From an optimization exercise on the open Yosys and OpenROAD flow, aimed at small area; shortcuts taken in it are not production practice.
Function was checked by simulation only, so behaviour that the tests miss may differ from the original.
Power figures rest on the tool's default switching activity, not on a simulated workload.

==> flow/design.v (outline; a module is shown in full before it is edited, if it fits) <==
// module ws_sta_4x4x1x4x1: 151 lines
// module mac_col: 1109 lines
module ws_sta_4x4x1x4x1(
  input         clock,
                reset,
  input  [7:0]  io_inputA_0,
                io_inputA_1,
                io_inputA_2,
                io_inputA_3,
                io_inputB_0,
                io_inputB_1,
                io_inputB_2,
                io_inputB_3,
                io_inputB_4,
                io_inputB_5,
                io_inputB_6,
                io_inputB_7,
                io_inputB_8,
                io_inputB_9,
                io_inputB_10,
                io_inputB_11,
                io_inputB_12,
                io_inputB_13,
                io_inputB_14,
                io_inputB_15,
  input         io_propagateB_0,
                io_propagateB_1,
                io_propagateB_2,
                io_propagateB_3,
  output [17:0] io_outputC_0,
                io_outputC_1,
                io_outputC_2,
                io_outputC_3,
                io_outputC_4,
                io_outputC_5,
                io_outputC_6,
                io_outputC_7,
                io_outputC_8,
                io_outputC_9,
                io_outputC_10,
                io_outputC_11,
                io_outputC_12,
                io_outputC_13,
                io_outputC_14,
                io_outputC_15
);
  // ...
==> flow/flow/run.sh <==
#!/bin/bash
# Standard ORFS layout with three changes:
#  - Yosys's generic "abc -fast" pre-mapping inside "synth" is skipped
#    (synth -noabc), so the full adders written in the RTL reach extract_fa
#    unchanged. The final ABC mapping, flattening and renaming are the standard flow's.
#  - clock tree: clkbuf_8 leaves clustering up to 15 registers, no dummy loads.
#  - port buffers use buf_1.
set -euo pipefail
here=$(pwd)
sed '1s/yosys synth -nofsm -noshare/yosys synth -nofsm -noshare -noabc/' synth_recipe.tcl > "$here/flow_synth.tcl"
grep -q -- '-noabc' "$here/flow_synth.tcl"
sed "s#SYNTH_SCRIPT=[^ ]*#SYNTH_SCRIPT=$here/flow_synth.tcl#" standard.sh > "$here/flow_standard.sh"
bash "$here/flow_standard.sh" \
  "CTS_ARGS=-sink_clustering_enable -repair_clock_nets -buf_list sky130_fd_sc_hd__clkbuf_8 -dont_use_dummy_load -sink_clustering_size 15 -sink_clustering_max_diameter 55 -sink_buffer_max_cap_derate 0.5" \
  "BUFFER_PORTS_ARGS=-buffer_cell sky130_fd_sc_hd__buf_1" \
  finish > "$here/flow_make.log" 2>&1
==> flow/standard.sh <==
#!/bin/bash
# synth_recipe.tcl (not shown) runs the flow's synth.tcl, then flattens the netlist and writes it again
# the make line also repeats each setting of config.mk as NAME=value (left out here)
make -C /OpenROAD-flow-scripts/flow DESIGN_CONFIG=/design/flow/config.mk WORK_HOME=/design/flow/orfs CLKGATE_MAP_FILE= SYNTH_SCRIPT=/design/flow/synth_recipe.tcl "${@:-finish}"
==> flow/config.mk <==
export PLATFORM = sky130hd
export DESIGN_NAME = ws_sta_4x4x1x4x1
export DESIGN_NICKNAME = ws_sta_4x4x1x4x1
export VERILOG_FILES = /design/flow/design.v
export SDC_FILE = /design/flow/constraint.sdc
export NUM_CORES = 4
export LEC_CHECK = 0
export CAP_MARGIN = 20
export CELL_PAD_IN_SITES_DETAIL_PLACEMENT = 1
export CELL_PAD_IN_SITES_GLOBAL_PLACEMENT = 1
export CORE_MARGIN = 2
export CORE_UTILIZATION = 40
export SLEW_MARGIN = 20
==> flow/constraint.sdc <==
create_clock -name core_clock -period 5.5 [get_ports {clock}]
set_input_delay 1.1000 -clock core_clock [delete_from_list [all_inputs] [get_ports {clock}]]
set_output_delay 1.1000 -clock core_clock [all_outputs]
set_load 0.01 [all_outputs]
==> results.json, run 1 <==
{
  "largest_class": "multi-input combinational cells",
  "clk_pin_slew_ns": 0.09,
  "crit_path_cell_trace": "buf_12, buf_12, mux2_4, mux2_2, mux2_4, a222oi_1, xnor2_1, fa_1, fa_1, fa_1, ha_1, fa_1, fa_1, fa_1",
  "crit_required_ns": 6.54,
  "crit_type": "reg2reg",
  "switching_share_pct": 44.7,
  "largest_register": "g_col.bd",
  "power_mw": 114,
  "min_to": "g_col[12].bd[4]",
  "gp_congestion": 0.933,
  "met2_usage_pct": 31.9,
  "post_cts_buffers": 7,
  "cts_tree": "yes",
  "fin_skew_ns": 0.131,
  "nNonClkBuffers": 1575,
  "pwr-share-comb_pct": 58.8,
  "min_path_type": "in2reg",
  "netlist_area_um2": 175000,
  "wirelength_mm": 631,
  "r2r_start": "g_prop[0].d[8]",
  "synth_area_leader_cell": "dfxtp_1",
  "setup.worst_path.end": "g_col[11].u_mac.s1[10]",
  "grt_pass1_vias": 119000,
  "final_cell_mix": "dfxtp_1 (3020), fa_1 (2192), xnor2_1 (2028)",
  "path_max_fanout": 8,
  "synth_fa_ha_area_share_pct": 32.0,
  "hold_viol": 0,
  "seq_area_um2": 62000,
  "place_ws_ns": -0.128,
  "worstReg2RegEnd": "g_col[11].u_mac.s1[10]",
  "end_kind": "flip-flop",
  "post_cts_resized": 148,
  "nMultiInputCombCells": 9153,
  "clock_latency_ns": 1.18,
  "synth_edf_count": 0,
  "synth.most_common_cell": "dfxtp_1",
  "status": "finished clean",
  "path_depth": 14,
  "syn_inst": 14600,
  "ant_nets": 0,
  "antenna_found_initial": 73,
  "vias_per_cell": 5.51,
  "drv_slew": 0
}
==> inputs of run 2 (changes only) <==
--- a/flow/flow/run.sh
+++ b/flow/flow/run.sh
@@ -5,10 +5,22 @@
 #    unchanged. The final ABC mapping, flattening and renaming are the standard flow's.
 #  - clock tree: clkbuf_8 leaves clustering up to 15 registers, no dummy loads.
 #  - port buffers use buf_1.
+#  - the final ABC mapping uses ORFS's speed script without its buffer/upsize/
+#    downsize steps (flow/abc_noup.script); OpenROAD sizes cells after placement.
 set -euo pipefail
 here=$(pwd)
 sed '1s/yosys synth -nofsm -noshare/yosys synth -nofsm -noshare -noabc/' synth_recipe.tcl > "$here/flow_synth.tcl"
 grep -q -- '-noabc' "$here/flow_synth.tcl"
+{ sed -n 1p "$here/flow_synth.tcl"
+  cat <<EOT
+proc abc {args} {
+  set i [lsearch -exact \$args -script]
+  if {\$i >= 0} { lset args [expr {\$i + 1}] $here/flow/abc_noup.script }
+  yosys abc {*}\$args
+}
+EOT
+  sed -n '2,$p' "$here/flow_synth.tcl"; } > "$here/flow_synth2.tcl"
+mv "$here/flow_synth2.tcl" "$here/flow_synth.tcl"
 sed "s#SYNTH_SCRIPT=[^ ]*#SYNTH_SCRIPT=$here/flow_synth.tcl#" standard.sh > "$here/flow_standard.sh"
 bash "$here/flow_standard.sh" \
   "CTS_ARGS=-sink_clustering_enable -repair_clock_nets -buf_list sky130_fd_sc_hd__clkbuf_8 -dont_use_dummy_load -sink_clustering_size 15 -sink_clustering_max_diameter 55 -sink_buffer_max_cap_derate 0.5" \
==> flow/flow/abc_noup.script (new file) <==
&get -n
&st
&dch
&nf
&st
&syn2
&if -g -K 6
&synch2
&nf
&st
&syn2
&if -g -K 6
&synch2
&nf
&st
&syn2
&if -g -K 6
&synch2
&nf
&st
&syn2
&if -g -K 6
&synch2
&nf
&st
&syn2
&if -g -K 6
&synch2
&nf
&put
topo
stime -c
--- a/flow/config.mk
+++ b/flow/config.mk
@@ -6,8 +6,6 @@
 export NUM_CORES = 4
 export LEC_CHECK = 0
 export CAP_MARGIN = 20
-export CELL_PAD_IN_SITES_DETAIL_PLACEMENT = 1
-export CELL_PAD_IN_SITES_GLOBAL_PLACEMENT = 1
 export CORE_MARGIN = 2
-export CORE_UTILIZATION = 40
+export CORE_UTILIZATION = 50
 export SLEW_MARGIN = 20
==> results.json, run 2 <==
{
  "vias": 113000,
  "cts-htree-levels": 5,
  "cts_hold_buf": 0,
  "vdd_drop_max_uv": 374,
  "async_flop_share_pct": 0,
  "ys_top_cells_by_count": "dfxtp_1 (3086), fa_1 (2256), xnor2_1 (2028)",
  "cap_violations": 0,
  "syn_inst": 13300,
  "ant_nets": 0,
  "netlist_area_um2": 170000,
  "crit_path_top_delay_cell": "nor2_1",
  "crit_path_cell_trace": "buf_12, buf_6, buf_4, mux2_1, nor2_1, nor2_1, a222oi_1, xnor2_1, fa_1, fa_1, fa_1, ha_1, fa_1, fa_1, fa_1",
  "gr-total-overflow": 0,
  "hpwl_mm": 390,
  "p_leak_nw": 75.1,
  "cts_root_buf": "clkbuf_8",
  "clock_latency_ns": 1.14,
  "die_area_um2": 344000,
  "grt_pass1_vias": 123000,
  "crit_path_max_incr_delay_ns": 0.69,
  "clk_pin_slew_ns": 0.09,
  "synth_nets": 16600,
  "critPathLaunchType": "flip-flop",
  "relSlewSlack_pct": 17.1,
  "wl_per_cell_um": 27.8,
  "die_y_um": 586,
  "fin_crit_ns": 5.40,
  "synth_edf_count": 0,
  "ioPinCount": 454,
  "synth_area_leader_cell": "dfxtp_1",
  "antenna_found_initial": 28,
  "track_usage_pct": 31.3,
  "cts_buffer_depth": 4,
  "crit_type": "reg2reg",
  "rsz0062_at_grt": "yes",
  "grt_pass1_wl_mm": 801,
  "synth_ff_type": "dfxtp_1",
  "area_growth_syn_to_layout_pct": 12.4,
  "wirelength_mm": 537,
  "drtIter0Drc": 12700,
  "top_regs": "g_col.bd (1216), g_act.d (296), g_col.u_mac.s2 (288)",
  "layout_commonest_cell": "dfxtp_1",
  "gp_congestion": 0.914,
  "power_density_nw_per_um2": 540,
  "crit_buf_inv": 3,
  "fin_skew_ns": 0.123,
  "fin_nets": 18100,
  "synthTopCellsByArea": "dfxtp_1 (36%), fa_1 (27%), xnor2_1 (10%)",
  "vias_per_cell": 5.85,
  "die_w_um": 586,
  "place_area_um2": 185000,
  "final_core_util_pct": 56.6,
  "end_kind": "flip-flop",
  "synth.most_common_cell": "dfxtp_1",
  "cts.sinks": 3086,
  "drcViolationCount": 0,
  "crit_required_ns": 6.47,
  "cts_tree": "yes",
  "path_delay_family": "adder cells",
  "start_util_pct": 50.3,
  "cts_made_buffers": 341,
  "min_path_type": "in2reg",
  "layout-drive-gt1-share_pct": 12.2,
  "final_cell_mix": "dfxtp_1 (3017), fa_1 (2067), xnor2_1 (2028)",
  "design_area_um2": 191000,
  "synth-seq-area-share_pct": 36.4,
  "status": "finished clean",
  "largest_reg_flops": 1216,
  "io_buffer_count": 453,
  "core_um2": 337000,
  "synth.top_cell.area_share_pct": 36.4,
  "ys_ff_latch": 3086,
  "yosys_warnings": 2,
  "syn_area_per_cell_um2": 12.8,
  "tightest_slew_ns": 1.24,
  "largest_register": "g_col.bd",
  "firstDrtPassIters": 14,
  "row_count": 213,
  "setup_violations": 0,
  "period_share_pct": 98.2,
  "drv_slew": 0,
  "crit_top_cell": "fa_1",
  "grt_start_max_net_pins": 129,
  "hold_viol": 0,
  "synth_cell_type_count": 23,
  "path_max_fanout": 11,
  "fmax_mhz": 185,
  "critical_path_arrival_ns": 6.37
}
[run 2: cell types whose count changed in the layout (fill, tap and decap cells not counted), moves of 51 or more]
cell | before | now
clkinv_1 | 0 | 733
inv_1 | 731 | 0
mux2_1 | 0 | 267
mux2_2 | 218 | 20
fa_1 | 2192 | 2067
fa_2 | 64 | 189
buf_4 | 942 | 840
mux2_4 | 70 | 1
o21ba_1 | 2 | 53
[run 2: cells by family after synthesis]
kind of cell | Yosys count | synth area share, %
adder cells (fa/ha/maj) | 3122 | 33.0
buffers and inverters | 1028 | 2.91
flip-flops | 3086 | 36.4
XOR/XNOR | 2364 | 12.2
multiplexers | 288 | 1.91
AO/OA/AOI/OAI | 2321 | 10.6
AND/OR/NAND/NOR | 1058 | 2.91
[run 2: power breakdown]
part / internal (mW) / switching (mW) / total [mW] / leakage [nW]
Clock: 5.48 / 7.62 / 13.1 / 2.45
Combinational: 26.4 / 32.2 / 58.5 / 46.8
Sequential: 28.9 / 2.59 / 31.5 / 25.9
Total: 60.7 / 42.4 / 103 / 75.1
[run 2: cell type report]
cell class / count / area [um2]
inverter: 740 / 2780
multi-input combinational: 9153 / 104000
sequential: 3086 / 62000
antenna: 10 / 25.0
timing repair buffer: 1477 / 11700
tap: 4515 / 5650
fill: 28200 / 146000
clock buffer: 341 / 4690
[run 2: final timing paths]
| path | from | to | slack [ns] | depth (start not counted) |
|---|---|---|---|---|
| worst max-delay path | g_prop[0].d[9] | g_col[6].u_mac.s1[14] | 0.1 | 15 |
| worst min-delay path | io_inputB_6[6] | g_col[6].bd[6] | 0.16 | 2 |
| worst max register to register | g_prop[0].d[9] | g_col[6].u_mac.s1[14] | 0.1 | 15 |
| worst min register to register | g_col[7].bd[47] | g_col[7].bd[55] | 0.26 | 0 |
[run 2: what timing repair did]
| item | in CTS | in global routing |
|---|---|---|
| endpoints found under the setup margin | 37 | 88 |
| hold endpoints to repair | 0 | 0 |
| cloned | 0 | 3 |
| setup buffers | 3 | 14 |
| pin swaps | 26 | 119 |
| resized for setup | 118 | 114 |
[run 2: per-layer routing]
metal,routed length (um),track usage [%]
met2,244000,49.2
met5,100,0
met4,28500,14.1
met1,215000,41.5
met3,49300,6.69
[run 2: stage by stage]
stage | power [mW] | hold WS (ns) | TNS [ns] | worst slack [ns] | std cells
final | 103 | 0.159 | 0 | 0.0990 | 19300
after global routing | 114 | 0.111 | -0.206 | -0.0678 | 19300
after CTS | 105 | 0.0299 | 0 | 0.00198 | 19300
after detailed placement | 90.7 | 0.312 | -0.0910 | -0.0487 | 19000
after global placement | 90.1 | 0.310 | -0.150 | -0.0548 | 19000
after floorplan | 71.1 | 0.309 | -0.210 | -0.110 | 13300
==> inputs of run 3 (changes only) <==
--- a/flow/config.mk
+++ b/flow/config.mk
@@ -8,4 +8,5 @@
 export CAP_MARGIN = 20
 export CORE_MARGIN = 2
 export CORE_UTILIZATION = 50
+export SETUP_SLACK_MARGIN = 0.1
 export SLEW_MARGIN = 20
==> results.json, run 3 <==
{
  "grt_pass1_vias": 121000,
  "ys_top_cells_by_count": "dfxtp_1 (3086), fa_1 (2256), xnor2_1 (2028)",
  "relSlewSlack_pct": 19.9,
  "power_mw": 103,
  "final_cell_mix": "dfxtp_1 (3015), xnor2_1 (2028), fa_1 (2022)",
  "core_um2": 337000,
  "tightest_slew_ns": 1.20,
  "critPathLaunchType": "flip-flop",
  "die_y_um": 586,
  "fill_cells": 28100,
  "min_from": "io_inputA_1[6]",
  "vias_per_cell": 5.84,
  "ys_ff_latch": 3086,
  "min_path_type": "in2reg",
  "cts_root_buf": "clkbuf_8",
  "cap_violations": 0,
  "wirelength_mm": 539,
  "synthTopCellsByArea": "dfxtp_1 (36%), fa_1 (27%), xnor2_1 (10%)",
  "synth_cell_type_count": 23,
  "start_util_pct": 50.3,
  "status": "finished clean",
  "p_leak_nw": 75.0,
  "syn_inst": 13300,
  "ant_nets": 0,
  "io_buffer_count": 453,
  "synth.top_cell.area_share_pct": 36.4,
  "synth_nets": 16600,
  "path_delay_family": "adder cells",
  "hold_viol": 0,
  "rsz0062_at_grt": "yes",
  "power_density_nw_per_um2": 540,
  "synth_edf_count": 0,
  "layout-drive-gt1-share_pct": 13.0,
  "cts.sinks": 3086,
  "die_area_um2": 344000,
  "setup_tns_ns": 0,
  "gp_congestion": 0.952,
  "synth_ff_type": "dfxtp_1",
  "crit_required_ns": 6.49,
  "synth_area_leader_cell": "dfxtp_1",
  "yosys_warnings": 2,
  "fin_skew_ns": 0.120,
  "regToRegSetupSlack_ns": 0.19,
  "vias": 113000,
  "path_max_fanout": 6,
  "netlist_area_um2": 170000,
  "cts_hold_buf": 0,
  "synthXorXnorAreaFrac_pct": 12.2,
  "largest_reg_flops": 1216,
  "period_share_pct": 96.5,
  "synth.most_common_cell": "dfxtp_1",
  "layout_commonest_cell": "dfxtp_1",
  "cts_made_buffers": 335,
  "crit_path_max_incr_delay_ns": 0.52,
  "crit_type": "reg2reg",
  "worstReg2RegEnd": "g_col[1].u_mac.s1[10]",
  "end_kind": "flip-flop",
  "largest_register": "g_col.bd",
  "grt_start_max_net_pins": 129,
  "fmax_mhz": 188,
  "firstDrtPassIters": 13,
  "synth-seq-area-share_pct": 36.4,
  "crit_buf_inv": 3,
  "crit_path_top_delay_cell": "fa_1",
  "drcViolationCount": 0,
  "setup.worst_path.end": "g_col[1].u_mac.s1[10]",
  "synth_compound_area_share_pct": 10.6,
  "synth_mux_area_share_pct": 1.91,
  "ioPinCount": 454,
  "holdWs_ns": 0.136,
  "cts_tree": "yes",
  "row_count": 213,
  "cts_buffer_depth": 4,
  "die_w_um": 586,
  "crit_path_cell_trace": "buf_4, buf_12, buf_12, mux2_1, o21ba_1, mux2_1, a222oi_1, xnor2_1, fa_1, fa_1, fa_1, ha_1, fa_1, fa_2, fa_1",
  "fin_crit_ns": 5.31,
  "fin_nets": 18100,
  "synth_top_family_by_area": "adder cells",
  "path_depth": 15,
  "crit_start": "g_prop[0].d[10]",
  "r2r_start": "g_prop[0].d[10]",
  "clk_pin_slew_ns": 0.08,
  "clock_latency_ns": 1.16,
  "worst_r2r_path_depth": 15,
  "vdd_drop_max_uv": 403,
  "wl_per_cell_um": 27.8,
  "top_regs": "g_col.bd (1216), g_act.d (296), g_col.u_mac.s2 (288)",
  "gr-total-overflow": 0,
  "crit_top_cell": "fa_1",
  "area_growth_syn_to_layout_pct": 12.7,
  "synth_fa_ha_area_share_pct": 33.0,
  "critical_path_arrival_ns": 6.29,
  "worst_slack_ns": 0.193,
  "drv_slew": 0,
  "cts-htree-levels": 5,
  "yosys.area_share.simple_pct": 2.91,
  "hpwl_mm": 396,
  "grt_pass1_wl_mm": 800,
  "setup_violations": 0,
  "final_core_util_pct": 56.7,
  "drtIter0Drc": 13900,
  "track_usage_pct": 31.5,
  "place_ws_ns": 0.0531,
  "syn_area_per_cell_um2": 12.8,
  "antenna_found_initial": 46,
  "async_flop_share_pct": 0
}
-- run 3: kinds of logic (layout without fill, tap and decap cells) --
family,count (synthesis),in the layout
fa+ha+maj,3122,3122
xor+xnor,2364,2364
mux,288,288
flops,3086,3086
buf+inv,1028,2565
compound gates,2321,2321
simple gates,1058,1058
other cells,0,56
-- run 3: how the worst min path moves through the flow --
stage	to	slack, ns	cells past startpoint
after floorplan	g_prop[0].d[7]	0.31	0
after global placement	g_col[11].bd[12]	0.31	0
after global routing	g_col[6].bd[3]	0.11	2
final	g_act[1].d[6]	0.14	2
after detailed placement	g_col[5].bd[13]	0.31	0
after CTS	g_act[1].d[5]	0.04	2
-- run 3: power breakdown --
group | internal (mW) | total [mW] | switching, mW | leakage, nW
Combinational | 26.5 | 58.7 | 32.2 | 46.7
Sequential | 28.9 | 31.6 | 2.74 | 25.9
Clock | 5.39 | 12.9 | 7.52 | 2.41
Total | 60.7 | 103 | 42.5 | 75.0
-- run 3: worst reg2reg max path: cells and delay by family, from the launching register on --
family                     cells  cell delay, ns
DFF                            1            0.37
adders and majority gates      7            3.02
muxes                          2            0.67
buffers and inverters          3            0.43
AOI/OAI and AO/OA              2            0.60
xor gates and xnor gates       1            0.15
-- run 3: area by class of cell --
| type | instances | area (um2) | share of cell area, % |
|---|---|---|---|
| Timing Repair Buffer | 1490 | 11600 | 6.06 |
| Sequential cell | 3086 | 62000 | 32.4 |
| Clock buffer | 335 | 4610 | 2.41 |
| Tap cell | 4515 | 5650 | 2.96 |
| Multi-Input combinational cell | 9153 | 104000 | 54.6 |
| Antenna cell | 56 | 140 | 0.0733 |
| Inverter | 740 | 2800 | 1.46 |
-- run 3: stage by stage --
step / instance area, um2 / std cells
6_report: 191000 / 19400
5_1_grt: 191000 / 19400
4_1_cts: 190000 / 19300
3_5_place_dp: 185000 / 18900
3_3_place_gp: 185000 / 18900
2_1_floorplan: 170000 / 13300
-- run 3: routing by layer --
metal / GRT usage [%] / vias to the layer above / wire length (um)
met5: 0 / - / 54
met4: 16.8 / 8 / 32400
met3: 6.65 / 1268 / 48500
met2: 47.7 / 5891 / 238000
met1: 42.3 / 57600 / 221000
li1: - / 48300 / -
-- run 3: repair_timing --
action / 4_1_cts / 5_1_grt
gates resized for setup: 170 / 164
pin swaps: 57 / 160
gates cloned: 0 / 1
endpoints found under the setup margin: 47 / 108
setup buffers: 0 / 34

==> separate check: timing with driven ports <==
The results above use ideal ports. As a check the final layouts listed here were re-extracted and re-timed, cells and wires unchanged.
Step 1 assumes that a clkbuf_16 drives the clock port and a buf_2 every other input.
Step 2 also shifts input and output timing later by t, the mid clock arrival at the registers, as if the neighbouring blocks saw the same clock.
Slacks: ideal ports / drivers / drivers and shift; pairs: ideal ports / drivers.
| run | t (ns) | setup WS [ns] | worst register clock-pin slew, ns |
|---|---|---|---|
| run 1 | 1.225 | 0.051 / 0.001 / 0.051 | 0.10 / 0.10 |
| run 2 | 1.192 | 0.099 / 0.032 / 0.099 | 0.10 / 0.10 |
| run 3 | 1.196 | 0.193 / 0.127 / 0.193 | 0.10 / 0.10 |
After both steps setup and hold are still met in every run listed.
